This is an optimization exercise on Yosys and OpenROAD, whose aim is small area, not a production implementation. RTL that was checked went through simulation tests only; none was proved equivalent to the original. The flow treats the clock pin as an ideal source, which a real chip does not have. Power is estimated from default activity; no workload was simulated.

==> flow/design.v <==
module ts_speed(
    clk,
    rst,
    ts_din,
    ts_din_en,
    rate_dout,
    rate_dout_en,
    rate_con_start,
    rate_con_end
);
    input         clk;
    input         rst;
    input  [31:0] ts_din;
    input         ts_din_en;
    input         rate_con_start;
    input         rate_con_end;
    output [7:0]  rate_dout;
    output        rate_dout_en;
    localparam IDLE = 2'd0, RATE_START = 2'd1, RATE_REC = 2'd2, RATE_SEND = 2'd3;
    localparam [10:0] CNT_START = {9'd200, 2'd1};    
    wire rec_end  = ~cnt[10] & ~cnt[9] & cnt[6] & cnt[5] & cnt[4] & cnt[2] & cnt[1];
    wire send_end = cnt[7] & cnt[5] & cnt[4] & cnt[3] & cnt[2] & cnt[0];
    reg  [1:0]  st;
    reg         en_r;
    reg  [10:0] cnt;
    reg         oen;         
    reg  [6:0]  lo [1:15];
    reg  [3:0]  slot0, slot1, slot2, slot3;
    wire in_start = (st == RATE_START);
    wire in_rec   = (st == RATE_REC);
    wire clr      = in_start;
    always @(posedge clk) begin
        en_r <= ts_din_en;
        if (rst)
            st <= IDLE;
        else case (st)
            IDLE:       st <= rate_con_start ? RATE_START : IDLE;
            RATE_START: st <= rate_con_end ? IDLE : RATE_REC;
            RATE_REC:   st <= rate_con_end ? IDLE : rec_end ? RATE_SEND : RATE_REC;
            default:    st <= rate_con_end ? IDLE : send_end ? RATE_START : RATE_SEND;
        endcase
        oen <= ~rst & (st == RATE_SEND);
        if (in_start)
            cnt <= CNT_START;
        else begin
            cnt[1:0]  <= cnt[1] ? 2'd0 : cnt[1:0] + 2'd1;
            cnt[10:2] <= cnt[10:2] + cnt[1];
        end
    end
    wire [3:0] sel = oen ? cnt[5:2] : ts_din[3:0];
    reg  [6:0] rd;
    integer i;
    always @(*) begin
        rd = 7'd0;
        for (i = 1; i < 16; i = i + 1)
            if (sel == i) rd = lo[i];
    end
    wire hit  = in_rec & ts_din_en & ~en_r & (ts_din[31:4] == 28'd0);
    wire wrap = hit & (&rd);
    wire [6:0] wbus = clr ? 7'd0 : rd + 7'd1;
    genvar k;
    generate
        for (k = 1; k < 16; k = k + 1) begin : g_lo
            always @(posedge clk)
                if (clr | (hit & (sel == k)))
                    lo[k] <= wbus;
        end
    endgenerate
    always @(posedge clk) begin
        if (clr | wrap) begin
            slot0 <= clr ? 4'd0 : ts_din[3:0];
            slot1 <= clr ? 4'd0 : slot0;
            slot2 <= clr ? 4'd0 : slot1;
            slot3 <= clr ? 4'd0 : slot2;
        end
    end
    wire [3:0] ch = cnt[5:2];    
    wire [2:0] p = (slot0 == ch) + (slot1 == ch) + (slot2 == ch) + (slot3 == ch);
    wire [9:0] cval = {p, rd};
    wire [5:0] up     = cnt[7:2];
    wire [1:0] ph     = cnt[1:0];
    wire       is_cnt = up[5] & (up[3:0] != 4'd0);
    wire       lo_b   = oen & is_cnt & ph[1];       
    wire       mid_b  = oen & is_cnt & ph[0];       
    wire       h30    = oen & ~up[5] & ~up[0];      
    wire       h31    = oen & ~up[5] &  up[0];      
    wire       h32    = oen &  up[5] & (up[3:0] == 4'd0);   
    assign rate_dout[7:3] = {5{lo_b}} & cval[7:3];
    assign rate_dout[2]   = (lo_b & cval[2]) | h30;
    assign rate_dout[1]   = (lo_b & cval[1]) | (mid_b & cval[9]);
    assign rate_dout[0]   = (lo_b & cval[0]) | (mid_b & cval[8]) | (h30 & ph[1]) |
                            (h31 & ph[0]) | (h32 & ~ph[0]);
    assign rate_dout_en = oen;
endmodule
export LEC_CHECK = 0
export ABC_AREA = 1
export CAP_MARGIN = 20
export CORE_MARGIN = 2
export CORE_UTILIZATION = 60
export CTS_BUF_LIST = sky130_fd_sc_hd__clkbuf_8
export CTS_CLUSTER_DIAMETER = 100
export CTS_CLUSTER_SIZE = 50
export GPL_TIMING_DRIVEN = 0
export SLEW_MARGIN = 20
create_clock -name core_clock -period 5.0 [get_ports {clk}]
standard.sh (not shown) runs the stock make flow with config.mk's settings and CLKGATE_MAP_FILE= SYNTH_SCRIPT=/design/flow/synth_recipe.tcl, a recipe that flattens the netlist after the stock synthesis.
==> flow/flow/run.sh <==
#!/bin/bash
# Layout flow: the standard ORFS flow (standard.sh with synth_recipe.tcl)
# with these changes to how the layout is built:
#  - synthesis maps the logic with an area-oriented ABC script
#    (flow/abc_area.script, used through ABC_AREA=1 from a copy of ORFS's
#    scripts folder that differs only in that file); flip-flop mapping,
#    flattening and naming are the standard synthesis's;
#  - port buffers use sky130_fd_sc_hd__buf_1;
#  - clock tree synthesis inserts no dummy loads, and afterwards each leaf
#    clock buffer is shrunk to the smallest size that keeps every flip-flop clock
#    pin's slew under 110 ps (flow/post_cts.tcl).
# The make output goes to standard.log; each ORFS step keeps its own log
# under orfs/logs/.
set -euo pipefail
rm -rf myscripts
cp -r "$FLOW_HOME/scripts" myscripts
chmod -R u+w myscripts
cp -f flow/abc_area.script myscripts/abc_area.script
bash standard.sh \
  "SCRIPTS_DIR=$PWD/myscripts" \
  "POST_CTS_TCL=$PWD/flow/post_cts.tcl" \
  "BUFFER_PORTS_ARGS=-buffer_cell sky130_fd_sc_hd__buf_1" \
  "CTS_ARGS=-sink_clustering_enable -repair_clock_nets -sink_clustering_size 50 -sink_clustering_max_diameter 100 -buf_list sky130_fd_sc_hd__clkbuf_8 -dont_use_dummy_load" \
  finish > standard.log 2>&1
Other scripts of this flow, unchanged in this note and not shown: flow/flow/abc_area.script, flow/flow/post_cts.tcl
The starting point completed without violations.
Change:
--- a/flow/design.v
+++ b/flow/design.v
@@ -75,9 +75,12 @@
         end
     end
     wire [3:0] ch = cnt[5:2];    
     wire [2:0] p = (slot0 == ch) + (slot1 == ch) + (slot2 == ch) + (slot3 == ch);
-    wire [9:0] cval = {p, rd};
+    reg  [2:0] p_r;
+    always @(posedge clk)
+        p_r <= p;
+    wire [9:0] cval = {p_r, rd};
     wire [5:0] up     = cnt[7:2];
     wire [1:0] ph     = cnt[1:0];
     wire       is_cnt = up[5] & (up[3:0] != 4'd0);
     wire       lo_b   = oen & is_cnt & ph[1];       
Result:
- routed wire length shrinks by 0.42%
- cell count grows by 2.1%
- non-clock buffer count grows by 1
- worst setup slack improved by 0.20 ns
- area after synthesis grows by 1.4%
- core utilization grows by 0.30 points
- clock power grows by about 4%
- combinational power shrinks by about 2%
- via count grows by 1.1%
- global-route usage shrinks by 0.90 points
- register-to-register slack improved by 0.16 ns
- sequential cell count grows by 3
The RTL of the second run of this note was laid out without a check of its function.

---

== alpha ==
// ts_speed: RTL as listed in full above, without the edits since
export LEC_CHECK = 0
export ABC_AREA = 1
export CAP_MARGIN = 20
export CORE_MARGIN = 2
export CORE_UTILIZATION = 60
export CTS_BUF_LIST = sky130_fd_sc_hd__clkbuf_8
export CTS_CLUSTER_DIAMETER = 100
export CTS_CLUSTER_SIZE = 50
export GPL_TIMING_DRIVEN = 0
export SLEW_MARGIN = 20
create_clock -name core_clock -period 5.0 [get_ports {clk}]
==> flow/flow/run.sh <==
#!/bin/bash
# Layout flow: the standard ORFS flow (standard.sh with synth_recipe.tcl)
# with these changes to how the layout is built:
#  - synthesis maps the logic with an area-oriented ABC script
#    (flow/abc_area.script, used through ABC_AREA=1 from a copy of ORFS's
#    scripts folder that differs only in that file); flip-flop mapping,
#    flattening and naming are the standard synthesis's;
#  - port buffers use sky130_fd_sc_hd__buf_1;
#  - after global routing, gates on paths with positive slack are
#    downsized (RECOVER_POWER=100);
#  - clock tree synthesis inserts no dummy loads, and afterwards each leaf
#    clock buffer is shrunk to the smallest size that keeps every flip-flop clock
#    pin's slew under 110 ps (flow/post_cts.tcl).
# The make output goes to standard.log; each ORFS step keeps its own log
# under orfs/logs/.
set -euo pipefail
rm -rf myscripts
cp -r "$FLOW_HOME/scripts" myscripts
chmod -R u+w myscripts
cp -f flow/abc_area.script myscripts/abc_area.script
bash standard.sh \
  "SCRIPTS_DIR=$PWD/myscripts" \
  "POST_CTS_TCL=$PWD/flow/post_cts.tcl" \
  "RECOVER_POWER=100" \
  "BUFFER_PORTS_ARGS=-buffer_cell sky130_fd_sc_hd__buf_1" \
  "CTS_ARGS=-sink_clustering_enable -repair_clock_nets -sink_clustering_size 50 -sink_clustering_max_diameter 100 -buf_list sky130_fd_sc_hd__clkbuf_8 -dont_use_dummy_load" \
  finish > standard.log 2>&1
Other scripts of this flow, unchanged in this note and not shown: flow/flow/abc_area.script, flow/flow/post_cts.tcl
Here is what was changed in the inputs of beta compared with alpha.
==> flow/design.v <==
module ts_speed(
    clk,
    rst,
    ts_din,
    ts_din_en,
    rate_dout,
    rate_dout_en,
    rate_con_start,
    rate_con_end
);
    input         clk;
    input         rst;
    input  [31:0] ts_din;
    input         ts_din_en;
    input         rate_con_start;
    input         rate_con_end;
    output [7:0]  rate_dout;
    output        rate_dout_en;
    localparam IDLE = 2'd0, RATE_START = 2'd1, RATE_REC = 2'd2, RATE_SEND = 2'd3;
    localparam [10:0] CNT_START = {9'd200, 2'd1};    
    wire rec_end  = ~cnt[10] & ~cnt[9] & cnt[6] & cnt[5] & cnt[4] & cnt[2] & cnt[1];
    wire send_end = cnt[7] & cnt[5] & cnt[4] & cnt[3] & cnt[2] & cnt[0];
    reg  [1:0]  st;
    reg         en_r;
    reg  [10:0] cnt;
    reg         oen;         
    reg  [6:0]  lo [1:15];
    reg  [3:0]  slot0, slot1, slot2;
    reg         f4;          
    wire in_start = (st == RATE_START);
    wire in_rec   = (st == RATE_REC);
    wire clr      = in_start;
    always @(posedge clk) begin
        en_r <= ts_din_en;
        if (rst)
            st <= IDLE;
        else case (st)
            IDLE:       st <= rate_con_start ? RATE_START : IDLE;
            RATE_START: st <= rate_con_end ? IDLE : RATE_REC;
            RATE_REC:   st <= rate_con_end ? IDLE : rec_end ? RATE_SEND : RATE_REC;
            default:    st <= rate_con_end ? IDLE : send_end ? RATE_START : RATE_SEND;
        endcase
        oen <= ~rst & (st == RATE_SEND);
        if (in_start)
            cnt <= CNT_START;
        else begin
            cnt[1:0]  <= cnt[1] ? 2'd0 : cnt[1:0] + 2'd1;
            cnt[10:2] <= cnt[10:2] + cnt[1];
        end
    end
    wire [3:0] sel = oen ? cnt[5:2] : ts_din[3:0];
    reg  [6:0] rd;
    integer i;
    always @(*) begin
        rd = 7'd0;
        for (i = 1; i < 16; i = i + 1)
            if (sel == i) rd = lo[i];
    end
    wire hit  = in_rec & ts_din_en & ~en_r & (ts_din[31:4] == 28'd0);
    wire wrap  = hit & (&rd);
    wire full  = (slot2 != 4'd0);
    wire [6:0] inc  = rd + 7'd1;
    wire [6:0] wbus = clr ? 7'd0 : {inc[6] | (wrap & full), inc[5:0]};
    genvar k;
    generate
        for (k = 1; k < 16; k = k + 1) begin : g_lo
            always @(posedge clk)
                if (clr | (hit & (sel == k)))
                    lo[k] <= wbus;
        end
    endgenerate
    always @(posedge clk) begin
        if (clr | (wrap & ~full)) begin
            slot0 <= clr ? 4'd0 : ts_din[3:0];
            slot1 <= clr ? 4'd0 : slot0;
            slot2 <= clr ? 4'd0 : slot1;
        end
        if (clr | (wrap & full))
            f4 <= ~clr;
    end
    wire [3:0] ch = cnt[5:2];    
    reg  [1:0] p3_r;
    always @(posedge clk)
        p3_r <= (slot0 == ch) + (slot1 == ch) + (slot2 == ch);
    wire [2:0] p3i = f4 ? {p3_r[1] & p3_r[0], p3_r[1] ^ p3_r[0], ~p3_r[0]} : {1'b0, p3_r};
    wire [2:0] p   = rd[6] ? p3i : {1'b0, p3_r};
    wire [9:0] cval = {p, rd[6] & ~f4, rd[5:0]};
    wire [5:0] up     = cnt[7:2];
    wire [1:0] ph     = cnt[1:0];
    wire       is_cnt = up[5] & (up[3:0] != 4'd0);
    wire       lo_b   = oen & is_cnt & ph[1];       
    wire       mid_b  = oen & is_cnt & ph[0];       
    wire       h30    = oen & ~up[5] & ~up[0];      
    wire       h31    = oen & ~up[5] &  up[0];      
    wire       h32    = oen &  up[5] & (up[3:0] == 4'd0);   
    assign rate_dout[7:3] = {5{lo_b}} & cval[7:3];
    assign rate_dout[2]   = (lo_b & cval[2]) | h30;
    assign rate_dout[1]   = (lo_b & cval[1]) | (mid_b & cval[9]);
    assign rate_dout[0]   = (lo_b & cval[0]) | (mid_b & cval[8]) | (h30 & ph[1]) |
                            (h31 & ph[0]) | (h32 & ~ph[0]);
    assign rate_dout_en = oen;
endmodule
==> comparison <==
Lower die area was reported by beta, not alpha.
Of beta and alpha, the higher global-route usage belongs to alpha.
Post-route cell area, beta and alpha, lower one = alpha.
Diff alpha -> beta | met1 routing resource usage after global routing | increase of 1.7 points
First-pass GRT wire length for beta: 4.3% down relative to alpha
Re count of placed standard cells including taps: beta is 13 down on alpha.
beta vs alpha — number of sinks driven by the clock tree dropped 1.
Going from alpha to beta, standard cell area after detailed placement grows by about 0.3%.
Of beta and alpha, the higher post-layout worst setup margin belongs to alpha.
Going from alpha to beta, the row count was found to have gone down by about 3%.
Only the layout flow was run in beta; the RTL was not checked for function there.

[separate check: timing with driven ports]
Ports are ideal in the flow. The routed layouts listed here were re-timed in OpenROAD. Step 1 sets driving cells, clkbuf_16 on the clock port and buf_2 on the other inputs (assumed; they add their load-dependent delay and slew). Step 2 times the ports against the registers' clock, not the clock port: input delays grow and output delays shrink by t, the midpoint of the rising clock arrivals with the driver on. a / b / c = ideal / step 1 / step 2; a / b = the first two.
run	t (ns)	setup slack, ns	worst slew at a driven data input, ns
the first run of note 1	0.420	0.232 / 0.208 / -0.020	0.04
the second run of note 1	0.430	0.430 / 0.405 / 0.211	0.04
alpha	0.422	0.227 / 0.203 / -0.038	0.04
beta	0.416	0.131 / 0.107 / -0.072	0.04
With both steps, setup timing fails in the first run of note 1, alpha and beta, where it was met with ideal ports. The setup slack of alpha, which loses most, moves by -0.024 ns with the drivers and by -0.265 ns with both steps.
